From an optimization exercise on the open Yosys and OpenROAD flow, aimed at small area and a short achievable clock period; shortcuts taken in it are not production practice. RTL that was checked went through simulation tests only; none was proved equivalent to the original. Power is estimated from default activity; no workload was simulated.

// filter
module filter(
    clock,
    reset,
    Data_In,
    Data_Out
    );
Settings: LEC_CHECK=0, ABC_CLOCK_PERIOD_IN_PS=3000, CAP_MARGIN=20, CORE_MARGIN=2, CORE_UTILIZATION=75, PLACE_DENSITY=0.85, SLEW_MARGIN=20, SYNTH_HIERARCHICAL=1; clock period 12.5 ns.
standard.sh (not shown) runs the stock make flow with config.mk's settings and CLKGATE_MAP_FILE= SYNTH_SCRIPT=/design/flow/synth_recipe.tcl, a recipe that flattens the netlist after the stock synthesis.
==> flow/flow/run.sh <==
#!/bin/bash
# The standard layout (standard.sh) with four changes:
#  - synthesis runs flow/synth.tcl: synth_recipe.tcl, except that adder cells
#    are not extracted inside the output adder's small modules;
#  - the port buffers are sky130_fd_sc_hd__buf_2 cells;
#  - timing repair aims for more setup slack than config.mk may ask for;
#  - clock tree synthesis uses clkbuf_16 clusters of up to 30 sinks and
#    inserts no dummy loads.
# Logs: standard.log here; ORFS's own logs under orfs/logs.
set -euo pipefail
export SETUP_SLACK_MARGIN=5.75
export CTS_ARGS="-sink_clustering_enable -repair_clock_nets -dont_use_dummy_load -sink_clustering_size 30 -sink_clustering_max_diameter 80 -buf_list sky130_fd_sc_hd__clkbuf_16"
export BUFFER_PORTS_ARGS="-buffer_cell sky130_fd_sc_hd__buf_2"
sed "s#SYNTH_SCRIPT=[^ ]*#SYNTH_SCRIPT=$PWD/flow/synth.tcl#" standard.sh > own_standard.sh
grep -q "SYNTH_SCRIPT=$PWD/flow/synth.tcl" own_standard.sh
bash own_standard.sh > standard.log 2>&1
==> flow/flow/synth.tcl <==
# synth_recipe.tcl (the standard synthesis), except that full and half adder
# cells are extracted only in filter, fir_fa and fir_ha: the one-cell modules,
# of the output adder and its fir_pg* modules are left to ABC as they are.
proc synth {args} { yosys synth -nofsm -noshare {*}$args }
proc extract_fa {args} { yosys extract_fa {*}$args filter fir_fa fir_ha }
source $::env(SCRIPTS_DIR)/synth.tcl
# left out here: clear keep_hierarchy, flatten, clean up, hide names made inside functions, write 1_2_yosys.v
Change:
--- a/flow/design.v
+++ b/flow/design.v
@@ -834,36 +834,47 @@
     wire G2_7;
     fir_aoi21 u_G2_7 (.a(G1_7), .b(P1_7), .c(G1_4), .y(G2_7));
     wire G2_8;
     fir_aoi21 u_G2_8 (.a(G1_8), .b(P1_8), .c(G1_4), .y(G2_8));
     wire n_og9;
     fir_inv u_n_og9 (.a(og[9]), .y(n_og9));
     wire n_op9;
     fir_inv u_n_op9 (.a(op[9]), .y(n_op9));
-    wire G3_9;
-    fir_oai21 u_G3_9 (.a(n_og9), .b(n_op9), .c(G2_8), .y(G3_9));
     assign Data_Out[0] = oa[0];
     assign Data_Out[1] = op[1];
     fir_xor2 u_y2 (.a(op[2]), .b(og[1]), .y(Data_Out[2]));
     fir_xnor2 u_y3 (.a(op[3]), .b(G0_2), .y(Data_Out[3]));
     fir_xor2 u_y4 (.a(op[4]), .b(G1_3), .y(Data_Out[4]));
     fir_xor2 u_y5 (.a(op[5]), .b(G1_4), .y(Data_Out[5]));
     fir_xnor2 u_y6 (.a(op[6]), .b(G2_5), .y(Data_Out[6]));
     fir_xnor2 u_y7 (.a(op[7]), .b(G2_6), .y(Data_Out[7]));
     fir_xnor2 u_y8 (.a(op[8]), .b(G2_7), .y(Data_Out[8]));
     fir_xnor2 u_y9 (.a(op[9]), .b(G2_8), .y(Data_Out[9]));
-    wire [6:0] hi_inc = S[16:10] + 7'd1;
-    fir_mux2 u_y10 (.a(S[10]), .b(hi_inc[0]), .s(G3_9), .y(Data_Out[10]));
-    fir_mux2 u_y11 (.a(S[11]), .b(hi_inc[1]), .s(G3_9), .y(Data_Out[11]));
-    fir_mux2 u_y12 (.a(S[12]), .b(hi_inc[2]), .s(G3_9), .y(Data_Out[12]));
-    fir_mux2 u_y13 (.a(S[13]), .b(hi_inc[3]), .s(G3_9), .y(Data_Out[13]));
-    fir_mux2 u_y14 (.a(S[14]), .b(hi_inc[4]), .s(G3_9), .y(Data_Out[14]));
-    fir_mux2 u_y15 (.a(S[15]), .b(hi_inc[5]), .s(G3_9), .y(Data_Out[15]));
-    fir_mux2 u_y16 (.a(S[16]), .b(hi_inc[6]), .s(G3_9), .y(Data_Out[16]));
+    wire [6:0] hi_t;   
+    assign hi_t[0] = 1'b1;   
+    assign hi_t[1] = &S[10:10];
+    assign hi_t[2] = &S[11:10];
+    assign hi_t[3] = &S[12:10];
+    assign hi_t[4] = &S[13:10];
+    assign hi_t[5] = &S[14:10];
+    assign hi_t[6] = &S[15:10];
+    wire G3_9_d0;
+    fir_oai21 u_G3_9_d0 (.a(n_og9), .b(n_op9), .c(G2_8), .y(G3_9_d0));
+    fir_xor2 u_y10 (.a(S[10]), .b(G3_9_d0), .y(Data_Out[10]));
+    fir_flip u_y11 (.s(S[11]), .c(G3_9_d0), .t(hi_t[1]), .y(Data_Out[11]));
+    wire G3_9_d1;
+    fir_oai21 u_G3_9_d1 (.a(n_og9), .b(n_op9), .c(G2_8), .y(G3_9_d1));
+    fir_flip u_y12 (.s(S[12]), .c(G3_9_d1), .t(hi_t[2]), .y(Data_Out[12]));
+    fir_flip u_y13 (.s(S[13]), .c(G3_9_d1), .t(hi_t[3]), .y(Data_Out[13]));
+    wire G3_9_d2;
+    fir_oai21 u_G3_9_d2 (.a(n_og9), .b(n_op9), .c(G2_8), .y(G3_9_d2));
+    fir_flip u_y14 (.s(S[14]), .c(G3_9_d2), .t(hi_t[4]), .y(Data_Out[14]));
+    fir_flip u_y15 (.s(S[15]), .c(G3_9_d2), .t(hi_t[5]), .y(Data_Out[15]));
+    fir_flip u_y16 (.s(S[16]), .c(G3_9_d2), .t(hi_t[6]), .y(Data_Out[16]));
 endmodule
 module fir_pg(input s1, input s0, input d2, input d1, input d0, output p, output g);
     wire a = s1 ^ d2 ^ d1;
     wire b = (s0 & d1) | (s0 & d0) | (d1 & d0);
     assign p = a ^ b;
     assign g = a & b;
 endmodule
 module fir_pg1(input s1, input s0, input d1, input d0, output p, output g);
@@ -881,19 +892,16 @@
 module fir_pg9(input s1, input s0, input d0, output p, output g);
     wire b = s0 & d0;
     assign p = s1 ^ b;
     assign g = s1 & b;
 endmodule
 module fir_xor2(input a, input b, output y);
     assign y = a ^ b;
 endmodule
-module fir_mux2(input a, input b, input s, output y);
-    assign y = s ? b : a;
-endmodule
 module fir_xnor2(input a, input b, output y);
     assign y = ~(a ^ b);
 endmodule
 module fir_aoi21(input a, input b, input c, output y);
     assign y = ~(a | (b & c));
 endmodule
 module fir_oai21(input a, input b, input c, output y);
     assign y = ~(a & (b | c));
@@ -902,16 +910,19 @@
     assign y = ~(a & b);
 endmodule
 module fir_nor2(input a, input b, output y);
     assign y = ~(a | b);
 endmodule
 module fir_inv(input a, output y);
     assign y = ~a;
 endmodule
+module fir_flip(input s, input c, input t, output y);
+    assign y = s ^ (c & t);
+endmodule
 module fir_fa1(input a, input b, output s, output co);
     assign s = ~(a ^ b);
     assign co = a | b;
 endmodule
 module fir_fa(input a, input b, input c, output s, output co);
     assign s = a ^ b ^ c;
     assign co = (a & b) | (a & c) | (b & c);
 endmodule
Critical path depth went down by 1.
Wire length went down by 3.4%.
Global-route usage went down by 0.71 points.
Sequential power stays flat.
Hold slack barely changes.
Clock-buffer cell count does not change.
Non-clock buffer count went down by 8.
Sequential share of layout area went up by 0.82 points.
Total power went down by 3.7%.
Setup slack improved by 0.093 ns.
Only the layout flow was run in the first run of this note; the RTL was not checked for function there.

========
RTL: one of the versions met above, not the one the previous note started from.
Size: ~260 flip-flops, roughly 27 I/O pins, roughly 12000 um^2 of cells after synthesis.
Settings: LEC_CHECK=0, ABC_CLOCK_PERIOD_IN_PS=3000, CAP_MARGIN=20, CORE_MARGIN=2, CORE_UTILIZATION=75, PLACE_DENSITY=0.85, SLEW_MARGIN=20, SYNTH_HIERARCHICAL=1; clock period 12.5 ns.
==> flow/flow/run.sh <==
#!/bin/bash
# The standard layout (standard.sh) with four changes:
#  - synthesis runs flow/synth.tcl: synth_recipe.tcl, except that adder cells
#    are not extracted inside the output adder's small modules;
#  - the port buffers are sky130_fd_sc_hd__buf_2 cells;
#  - timing repair aims for more setup slack than config.mk may ask for;
#  - clock tree synthesis uses clkbuf_16 clusters of up to 30 sinks and
#    inserts no dummy loads.
# Logs: standard.log here; ORFS's own logs under orfs/logs.
set -euo pipefail
export SETUP_SLACK_MARGIN=5.5
export CTS_ARGS="-sink_clustering_enable -repair_clock_nets -dont_use_dummy_load -sink_clustering_size 30 -sink_clustering_max_diameter 80 -buf_list sky130_fd_sc_hd__clkbuf_16"
export BUFFER_PORTS_ARGS="-buffer_cell sky130_fd_sc_hd__buf_2"
sed "s#SYNTH_SCRIPT=[^ ]*#SYNTH_SCRIPT=$PWD/flow/synth.tcl#" standard.sh > own_standard.sh
grep -q "SYNTH_SCRIPT=$PWD/flow/synth.tcl" own_standard.sh
bash own_standard.sh > standard.log 2>&1
Scripts as last shown in full above: flow/flow/synth.tcl
==> next run, changes <==
--- a/flow/design.v
+++ b/flow/design.v
@@ -832,51 +832,40 @@
     wire G2_6;
     fir_aoi21 u_G2_6 (.a(n_G0_6), .b(n_P0_6), .c(G1_4), .y(G2_6));
     wire G2_7;
     fir_aoi21 u_G2_7 (.a(G1_7), .b(P1_7), .c(G1_4), .y(G2_7));
     wire G2_8;
     fir_aoi21 u_G2_8 (.a(G1_8), .b(P1_8), .c(G1_4), .y(G2_8));
     wire n_og9;
     fir_inv u_n_og9 (.a(og[9]), .y(n_og9));
     wire n_op9;
     fir_inv u_n_op9 (.a(op[9]), .y(n_op9));
+    wire G3_9;
+    fir_oai21 u_G3_9 (.a(n_og9), .b(n_op9), .c(G2_8), .y(G3_9));
     assign Data_Out[0] = oa[0];
     assign Data_Out[1] = op[1];
     fir_xor2 u_y2 (.a(op[2]), .b(og[1]), .y(Data_Out[2]));
     fir_xnor2 u_y3 (.a(op[3]), .b(G0_2), .y(Data_Out[3]));
     fir_xor2 u_y4 (.a(op[4]), .b(G1_3), .y(Data_Out[4]));
     fir_xor2 u_y5 (.a(op[5]), .b(G1_4), .y(Data_Out[5]));
     fir_xnor2 u_y6 (.a(op[6]), .b(G2_5), .y(Data_Out[6]));
     fir_xnor2 u_y7 (.a(op[7]), .b(G2_6), .y(Data_Out[7]));
     fir_xnor2 u_y8 (.a(op[8]), .b(G2_7), .y(Data_Out[8]));
     fir_xnor2 u_y9 (.a(op[9]), .b(G2_8), .y(Data_Out[9]));
-    wire [6:0] hi_t;   
-    assign hi_t[0] = 1'b1;   
-    assign hi_t[1] = &S[10:10];
-    assign hi_t[2] = &S[11:10];
-    assign hi_t[3] = &S[12:10];
-    assign hi_t[4] = &S[13:10];
-    assign hi_t[5] = &S[14:10];
-    assign hi_t[6] = &S[15:10];
-    wire G3_9_d0;
-    fir_oai21 u_G3_9_d0 (.a(n_og9), .b(n_op9), .c(G2_8), .y(G3_9_d0));
-    fir_xor2 u_y10 (.a(S[10]), .b(G3_9_d0), .y(Data_Out[10]));
-    fir_flip u_y11 (.s(S[11]), .c(G3_9_d0), .t(hi_t[1]), .y(Data_Out[11]));
-    wire G3_9_d1;
-    fir_oai21 u_G3_9_d1 (.a(n_og9), .b(n_op9), .c(G2_8), .y(G3_9_d1));
-    fir_flip u_y12 (.s(S[12]), .c(G3_9_d1), .t(hi_t[2]), .y(Data_Out[12]));
-    fir_flip u_y13 (.s(S[13]), .c(G3_9_d1), .t(hi_t[3]), .y(Data_Out[13]));
-    wire G3_9_d2;
-    fir_oai21 u_G3_9_d2 (.a(n_og9), .b(n_op9), .c(G2_8), .y(G3_9_d2));
-    fir_flip u_y14 (.s(S[14]), .c(G3_9_d2), .t(hi_t[4]), .y(Data_Out[14]));
-    fir_flip u_y15 (.s(S[15]), .c(G3_9_d2), .t(hi_t[5]), .y(Data_Out[15]));
-    fir_flip u_y16 (.s(S[16]), .c(G3_9_d2), .t(hi_t[6]), .y(Data_Out[16]));
+    wire [6:0] hi_inc = S[16:10] + 7'd1;
+    fir_mux2 u_y10 (.a(S[10]), .b(hi_inc[0]), .s(G3_9), .y(Data_Out[10]));
+    fir_mux2 u_y11 (.a(S[11]), .b(hi_inc[1]), .s(G3_9), .y(Data_Out[11]));
+    fir_mux2 u_y12 (.a(S[12]), .b(hi_inc[2]), .s(G3_9), .y(Data_Out[12]));
+    fir_mux2 u_y13 (.a(S[13]), .b(hi_inc[3]), .s(G3_9), .y(Data_Out[13]));
+    fir_mux2 u_y14 (.a(S[14]), .b(hi_inc[4]), .s(G3_9), .y(Data_Out[14]));
+    fir_mux2 u_y15 (.a(S[15]), .b(hi_inc[5]), .s(G3_9), .y(Data_Out[15]));
+    fir_mux2 u_y16 (.a(S[16]), .b(hi_inc[6]), .s(G3_9), .y(Data_Out[16]));
 endmodule
 module fir_pg(input s1, input s0, input d2, input d1, input d0, output p, output g);
     wire a = s1 ^ d2 ^ d1;
     wire b = (s0 & d1) | (s0 & d0) | (d1 & d0);
     assign p = a ^ b;
     assign g = a & b;
 endmodule
 module fir_pg1(input s1, input s0, input d1, input d0, output p, output g);
     wire a = s1 ^ d1 ^ d0;
     wire b = s0 & d0;
@@ -890,41 +879,41 @@
     assign g = a & b;
 endmodule
 module fir_pg9(input s1, input s0, input d0, output p, output g);
     wire b = s0 & d0;
     assign p = s1 ^ b;
     assign g = s1 & b;
 endmodule
 module fir_xor2(input a, input b, output y);
     assign y = a ^ b;
 endmodule
+module fir_mux2(input a, input b, input s, output y);
+    assign y = s ? b : a;
+endmodule
 module fir_xnor2(input a, input b, output y);
     assign y = ~(a ^ b);
 endmodule
 module fir_aoi21(input a, input b, input c, output y);
     assign y = ~(a | (b & c));
 endmodule
 module fir_oai21(input a, input b, input c, output y);
     assign y = ~(a & (b | c));
 endmodule
 module fir_nand2(input a, input b, output y);
     assign y = ~(a & b);
 endmodule
 module fir_nor2(input a, input b, output y);
     assign y = ~(a | b);
 endmodule
 module fir_inv(input a, output y);
     assign y = ~a;
 endmodule
-module fir_flip(input s, input c, input t, output y);
-    assign y = s ^ (c & t);
-endmodule
 module fir_fa1(input a, input b, output s, output co);
     assign s = ~(a ^ b);
     assign co = a | b;
 endmodule
 module fir_fa(input a, input b, input c, output s, output co);
     assign s = a ^ b ^ c;
     assign co = (a & b) | (a & c) | (b & c);
 endmodule
 module fir_ha(input a, input b, output s, output co);
     assign s = a ^ b;
=>
- non-clock buffer count grows by 1
- die area grows by 0.50%
- final cell count stays flat
- sequential power hardly moves
- design area grows by 1.3%
- via count barely changes
- critical path depth is unchanged
- core utilization grows by 0.73 points
- synthesized cell count stays the same
- first-iteration DRC count grows by 18%
- clock-buffer cell count grows by 1
- wire length grows by 2.5%
Only the layout flow was run in the second run of this note; the RTL was not checked for function there.

[separate check: timing with driven ports]
Ports are ideal in the flow. The routed layouts listed here were re-timed in OpenROAD.
Step 1 assumes that a clkbuf_16 drives the clock port and a buf_2 every other input.
Step 2 moves the port delays by t, midway between the first and last clock arrival at a register: inputs arrive t later, outputs are due t later. That takes back most of the time a late clock gives input paths.
Slacks: no drivers / after step 1 / after step 2; pairs: no drivers / after step 1.
run | t, ns | slack for setup (ns) | hold WS [ns] | worst slew at a driven data input, ns | pins driven straight from the clock port
the first run of note 1 | 0.504 | 5.630 / 5.602 / 5.602 | 0.299 / 0.299 / 0.299 | 0.07 | 1
the second run of note 1 | 0.508 | 5.723 / 5.693 / 5.693 | 0.301 / 0.301 / 0.301 | 0.05 | 1
the first run of note 2 | 0.508 | 5.680 / 5.658 / 5.658 | 0.305 / 0.305 / 0.305 | 0.03 | 1
the second run of note 2 | 0.506 | 5.599 / 5.570 / 5.570 | 0.329 / 0.329 / 0.329 | 0.04 | 1
After both steps setup and hold are still met in every run listed. The setup slack of the second run of note 1, which loses most, moves by -0.030 ns with the drivers and by -0.030 ns with both steps.
